This design comes from an exercise in tuning for small area on the open sky130 flow, not from production work. The RTL was checked by simulation tests, not by an equivalence proof against the original design.

==> 04-16: inputs <==
==> flow/design.v <==
module linked_fifo(rst, clk, push, push_fifo, pop, pop_fifo, d, q, empty, full, almost_full);
    parameter WIDTH = 8;
    parameter FIFOS = 8;
    parameter SLOTS = 24;
    input rst;
    input clk;
    input push;
    input [2:0] push_fifo;
    input pop;
    input [2:0] pop_fifo;
    input [WIDTH-1:0] d;
    output [WIDTH-1:0] q;
    output empty;
    output full;
    output almost_full;
    reg [WIDTH-1:0] mem [0:SLOTS-1];
    reg [4:0] s [1:FIFOS];
    reg [WIDTH-1:0] r_q;
    function [SLOTS+1:0] therm;
        input [4:0] v;
        input en;
        reg [7:0] gl;
        reg [3:0] gh, eh;
        integer j, m;
        begin
            for (j = 0; j < 8; j = j + 1) gl[j] = j >= v[2:0];
            for (j = 0; j < 4; j = j + 1) begin
                gh[j] = en & (j > v[4:3]);
                eh[j] = en & (j == v[4:3]);
            end
            therm[0] = 1'b0;
            for (j = 1; j <= SLOTS + 1; j = j + 1) begin
                m = j - 1;
                therm[j] = gh[m / 8] | (eh[m / 8] & gl[m % 8]);
            end
        end
    endfunction
    wire [4:0] sv [0:FIFOS];
    assign sv[0] = 5'd0;
    genvar k;
    generate for (k = 1; k <= FIFOS; k = k + 1) begin : g_sv
        assign sv[k] = s[k];
    end endgenerate
    wire [4:0] P = sv[push_fifo + 4'd1];
    wire [4:0] Q = sv[pop_fifo];
    wire [4:0] E = sv[pop_fifo + 4'd1];
    assign empty = (Q == E);
    wire [4:0] s8 = s[FIFOS];
    assign full = s8[4] & s8[3];
    assign almost_full = s8[4] & (s8[3] | (s8[2] & s8[1] & s8[0]));
    wire c = push_fifo < pop_fifo;
    wire up_mode = push & (~pop | c);
    wire dn_mode = pop & (~push | ~c);
    wire ld_here = ~pop | c;
    wire [SLOTS+1:0] gp = therm(P, push);
    wire [SLOTS+1:0] gq = therm(Q, pop);
    generate for (k = 1; k <= FIFOS; k = k + 1) begin : g_ptr
        wire inc = up_mode & (k > push_fifo) & ~(pop & (k > pop_fifo));
        wire dec = dn_mode & (k > pop_fifo) & ~(push & (k > push_fifo));
        wire [4:0] v = s[k];
        wire [4:0] tg;
        wire [4:0] ca, cb;
        assign ca[0] = inc;
        assign cb[0] = dec;
        genvar b;
        for (b = 1; b < 5; b = b + 1) begin : g_c
            assign ca[b] = ca[b-1] & v[b-1];
            assign cb[b] = cb[b-1] & ~v[b-1];
        end
        assign tg = ca | cb;
        always @(posedge clk)
            s[k] <= rst ? 5'd0 : s[k] ^ tg;
    end endgenerate
    wire [WIDTH-1:0] qsel [0:SLOTS];
    assign qsel[0] = {WIDTH{1'b0}};
    genvar i;
    generate
        for (i = 0; i < SLOTS; i = i + 1) begin : g_slot
            wire up = gp[i] & ~gq[i];
            wire dn = gq[i+1] & ~gp[i+2];
            wire ld = ld_here ? (gp[i+1] & ~gp[i]) : (gp[i+2] & ~gp[i+1]);
            wire hold = ~(up | dn | ld);
            wire [WIDTH-1:0] below = (i > 0) ? mem[i - 1] : {WIDTH{1'b0}};
            wire [WIDTH-1:0] above = (i < SLOTS - 1) ? mem[i + 1] : {WIDTH{1'b0}};
            always @(posedge clk)
                mem[i] <= ({WIDTH{ld}} & d) | ({WIDTH{up}} & below) | ({WIDTH{dn}} & above)
                        | ({WIDTH{hold}} & mem[i]);
            wire qs = gq[i+1] & ~gq[i];
            assign qsel[i+1] = qsel[i] | ({WIDTH{qs}} & mem[i]);
        end
    endgenerate
    always @(posedge clk)
        r_q <= qsel[SLOTS];
    assign q = r_q;
endmodule
function integer log2;
    input [31:0] value;
    for (log2=0; value>0; log2=log2+1)
        value = value>>1;
endfunction
==> flow/flow/run.sh <==
#!/bin/bash
# Standard synthesis; then the combinational logic is re-mapped for area with a few ABC scripts
# (registers untouched) and the smallest netlist is kept; then the standard layout with a
# clock tree without dummy loads and small port buffers.
set -euo pipefail
export CTS_ARGS="-sink_clustering_enable -repair_clock_nets -dont_use_dummy_load -buf_list sky130_fd_sc_hd__clkbuf_16 -sink_clustering_size 30 -sink_clustering_max_diameter 120"
export BUFFER_PORTS_ARGS="-buffer_cell sky130_fd_sc_hd__buf_2"
R=$PWD/orfs/results/$FLOW_PLATFORM/linked_fifo/base
bash standard.sh synth > standard_synth.log 2>&1
cp $R/1_2_yosys.v $R/1_2_yosys_standard.v
export REMAP_LIB=$FLOW_HOME/platforms/sky130hd/lib/sky130_fd_sc_hd__tt_025C_1v80.lib
export REMAP_IN=$R/1_2_yosys_standard.v
export REMAP_TOP=$FLOW_TOP
export REMAP_DONT_USE="$(sed -n 's/^export DONT_USE_CELLS += //p;/^    sky130/p' $FLOW_HOME/platforms/sky130hd/config.mk | tr -d '\\' | tr -s ' \n' ' ' | sed 's/\(sky130_[a-z0-9_]*\)/-dont_use \1/g')"
YOSYS=$(command -v yosys || echo $FLOW_HOME/../tools/install/yosys/bin/yosys)
best=""; best_area=""
for s in flow/remap[0-9].abc; do
  n=$(basename $s .abc)
  export REMAP_SCRIPT=$PWD/$s REMAP_OUT=$PWD/$n.v
  if $YOSYS -c flow/remap.tcl > $n.log 2>&1; then
    a=$(sed -n 's/.*Chip area for module [^:]*: //p' $n.log | tail -1)
    echo "$n $a" >> remap_choice.log
    if [[ -n "$a" ]] && { [[ -z "$best_area" ]] || awk -v a=$a -v b=$best_area 'BEGIN{exit !(a<b)}'; }; then
      best=$n; best_area=$a
    fi
  fi
done
echo "chosen $best $best_area" >> remap_choice.log
if [[ -n "$best" ]]; then
  cp $best.v $R/1_2_yosys.v
  rm -f $R/1_synth.odb $R/1_synth.sdc
fi
bash standard.sh > standard_flow.log 2>&1
==> flow/flow/remap.tcl <==
# Re-map the combinational logic of the standard synthesis for area; registers stay as they are.
yosys read_liberty -ignore_miss_func $::env(REMAP_LIB)
yosys read_verilog $::env(REMAP_IN)
yosys hierarchy -top $::env(REMAP_TOP)
yosys blackbox sky130_fd_sc_hd__df* sky130_fd_sc_hd__edf* sky130_fd_sc_hd__sdf* sky130_fd_sc_hd__sedf* sky130_fd_sc_hd__dl*
yosys flatten
yosys hierarchy -top $::env(REMAP_TOP)
yosys opt -purge
yosys rename -hide w:_*_.*
yosys stat
yosys abc -liberty $::env(REMAP_LIB) {*}$::env(REMAP_DONT_USE) -script $::env(REMAP_SCRIPT)
yosys opt_clean -purge
yosys hilomap -singleton -hicell sky130_fd_sc_hd__conb_1 HI -locell sky130_fd_sc_hd__conb_1 LO
yosys splitnets
yosys opt_clean -purge
yosys insbuf -buf sky130_fd_sc_hd__buf_4 A X
yosys check
yosys stat -liberty $::env(REMAP_LIB)
yosys write_verilog -noattr -nohex -nodec $::env(REMAP_OUT)
==> flow/flow/remap1.abc <==
strash
&get -n
&st
&dch
&nf -R 1000 -F 20 -A 20 -C 32
&put
==> flow/flow/remap2.abc <==
strash
&get -n
&st
&dch
&nf -R 1000 -C 32 -F 4 -A 4
&put
==> flow/flow/remap3.abc <==
strash
&get -n
&st
&dch -x
&nf -R 1000 -F 10 -A 10
&put
==> flow/flow/remap4.abc <==
strash
&get -n
&st
&dch
&nf -R 1000 -F 10 -A 10
&put
==> flow/flow/remap5.abc <==
strash
&get -n
&st
&dch -f
&nf -R 1000 -F 10 -A 10
&put
==> flow/flow/remap6.abc <==
strash
&get -n
&st
&dch
&nf -R 1000 -C 32
&put
==> flow/flow/remap7.abc <==
strash
&get -n
&st
&dch -x
&nf -R 1000
&put
==> flow/standard.sh <==
#!/bin/bash
# synth_recipe.tcl (not shown) runs the flow's synth.tcl, then flattens the netlist and writes it again
# the make line also repeats each setting of config.mk as NAME=value (left out here)
make -C /OpenROAD-flow-scripts/flow DESIGN_CONFIG=/design/flow/config.mk WORK_HOME=/design/flow/orfs CLKGATE_MAP_FILE= SYNTH_SCRIPT=/design/flow/synth_recipe.tcl "${@:-finish}"
==> flow/config.mk <==
export PLATFORM = sky130hd
export DESIGN_NAME = linked_fifo
export DESIGN_NICKNAME = linked_fifo
export VERILOG_FILES = /design/flow/design.v
export SDC_FILE = /design/flow/constraint.sdc
export NUM_CORES = 4
export LEC_CHECK = 0
export CAP_MARGIN = 10
export CORE_MARGIN = 2
export CORE_UTILIZATION = 40
export GPL_TIMING_DRIVEN = 0
export SLEW_MARGIN = 10
==> flow/constraint.sdc <==
create_clock -name core_clock -period 6.0 [get_ports {clk}]
set_input_delay 1.2000 -clock core_clock [delete_from_list [all_inputs] [get_ports {clk}]]
set_output_delay 1.2000 -clock core_clock [all_outputs]
set_load 0.01 [all_outputs]
==> inputs of 03-27, as changes to 04-16 <==
--- a/flow/flow/run.sh
+++ b/flow/flow/run.sh
@@ -3,7 +3,7 @@
 # (registers untouched) and the smallest netlist is kept; then the standard layout with a
 # clock tree without dummy loads and small port buffers.
 set -euo pipefail
-export CTS_ARGS="-sink_clustering_enable -repair_clock_nets -dont_use_dummy_load -buf_list sky130_fd_sc_hd__clkbuf_16 -sink_clustering_size 30 -sink_clustering_max_diameter 120"
+export CTS_ARGS="-sink_clustering_enable -repair_clock_nets -dont_use_dummy_load -buf_list sky130_fd_sc_hd__clkbuf_8 -sink_clustering_size 16 -sink_clustering_max_diameter 80"
 export BUFFER_PORTS_ARGS="-buffer_cell sky130_fd_sc_hd__buf_2"
 R=$PWD/orfs/results/$FLOW_PLATFORM/linked_fifo/base
 bash standard.sh synth > standard_synth.log 2>&1
--- a/flow/config.mk
+++ b/flow/config.mk
@@ -9,4 +9,5 @@
 export CORE_MARGIN = 2
 export CORE_UTILIZATION = 40
 export GPL_TIMING_DRIVEN = 0
+export SETUP_SLACK_MARGIN = 0.4
 export SLEW_MARGIN = 10
==> inputs of 03-25, as changes to 04-16 <==
--- a/flow/config.mk
+++ b/flow/config.mk
@@ -7,6 +7,7 @@
 export LEC_CHECK = 0
 export CAP_MARGIN = 10
 export CORE_MARGIN = 2
-export CORE_UTILIZATION = 40
+export CORE_UTILIZATION = 50
 export GPL_TIMING_DRIVEN = 0
+export SETUP_SLACK_MARGIN = 0.3
 export SLEW_MARGIN = 10
==> flow_metrics.tcl <==
set metrics [dict create \
    layout_setup_ws_ns 0.3846 \
    multi_input_area_share_pct 56.11 \
    layout_common_cells "nand2_1, dfxtp_1, a222oi_1" \
    p_comb_mw 1.60 \
    fmax_ghz 0.1781 \
    status "complete, no violations" \
    clock_buffers 12 \
    r2r_cells 13 \
    crit_start "pop_fifo[0]" \
    fin_crit_ns 5.615 \
]
# the run above: 03-25

==> flow_metrics.tcl <==
set metrics [dict create \
    die_w_um 178.9 \
    crit_start "pop_fifo[0]" \
    pg_seq_mw 3.26 \
    vdd_drop_max_v 0.0002361 \
    layout_setup_ws_ns 0.4089 \
    r2r_cells 11 \
    combPwrFrac_pct 28.0 \
    fin_crit_ns 5.591 \
    finalWeightedCongestion 1.062 \
    multi_input_area_share_pct 55.93 \
    fmax_ghz 0.1789 \
    p_int_mw 3.167 \
    status "complete, no violations" \
    n_all_buffers 35 \
    layout_common_cells "nand2_1, dfxtp_1, a222oi_1" \
    clock_buffers 20 \
    cap_violations 0 \
]
# the run above: 03-27

==> flow_metrics.tcl <==
set metrics [dict create \
    p_comb_mw 1.59 \
    layout_common_cells "nand2_1, dfxtp_1, a222oi_1" \
    status "complete, no violations" \
    fmax_ghz 0.1728 \
    clock_buffers 11 \
    cts.hold.buffers_added 0 \
    multi_input_area_share_pct 55.68 \
    wl_met2_um 22110 \
    layout_setup_ws_ns 0.2115 \
    r2r_cells 13 \
]
# the run above: 04-16

what the ideal ports hide:
The results above use ideal ports. As a check the final layouts listed here were re-extracted and re-timed, cells and wires unchanged. Step 1 assumes that a clkbuf_16 drives the clock port and a buf_2 every other input. Step 2 moves the port delays by t, midway between the first and last clock arrival at a register: inputs arrive t later, outputs are due t later. That takes back most of the time a late clock gives input paths. Slacks: ideal ports / drivers / drivers and shift; pairs: ideal ports / drivers.
run | t (ns) | slack for setup (ns) | hold slack, ns | latest minus earliest clock arrival (ns) | worst data-port slew with drivers (ns)
04-16 | 0.538 | 0.212 / 0.191 / -0.232 | 0.472 / 0.472 / 0.472 | 0.013 / 0.014 | 0.03
03-27 | 0.609 | 0.409 / 0.382 / -0.081 | 0.435 / 0.435 / 0.435 | 0.075 / 0.075 | 0.03
03-25 | 0.525 | 0.385 / 0.363 / 0.002 | 0.467 / 0.467 / 0.467 | 0.060 / 0.060 | 0.03
With both steps, setup timing fails in 04-16 and 03-27, where it was met with ideal ports. The setup slack of 03-27, which loses most, moves by -0.027 ns with the drivers and by -0.490 ns with both steps.
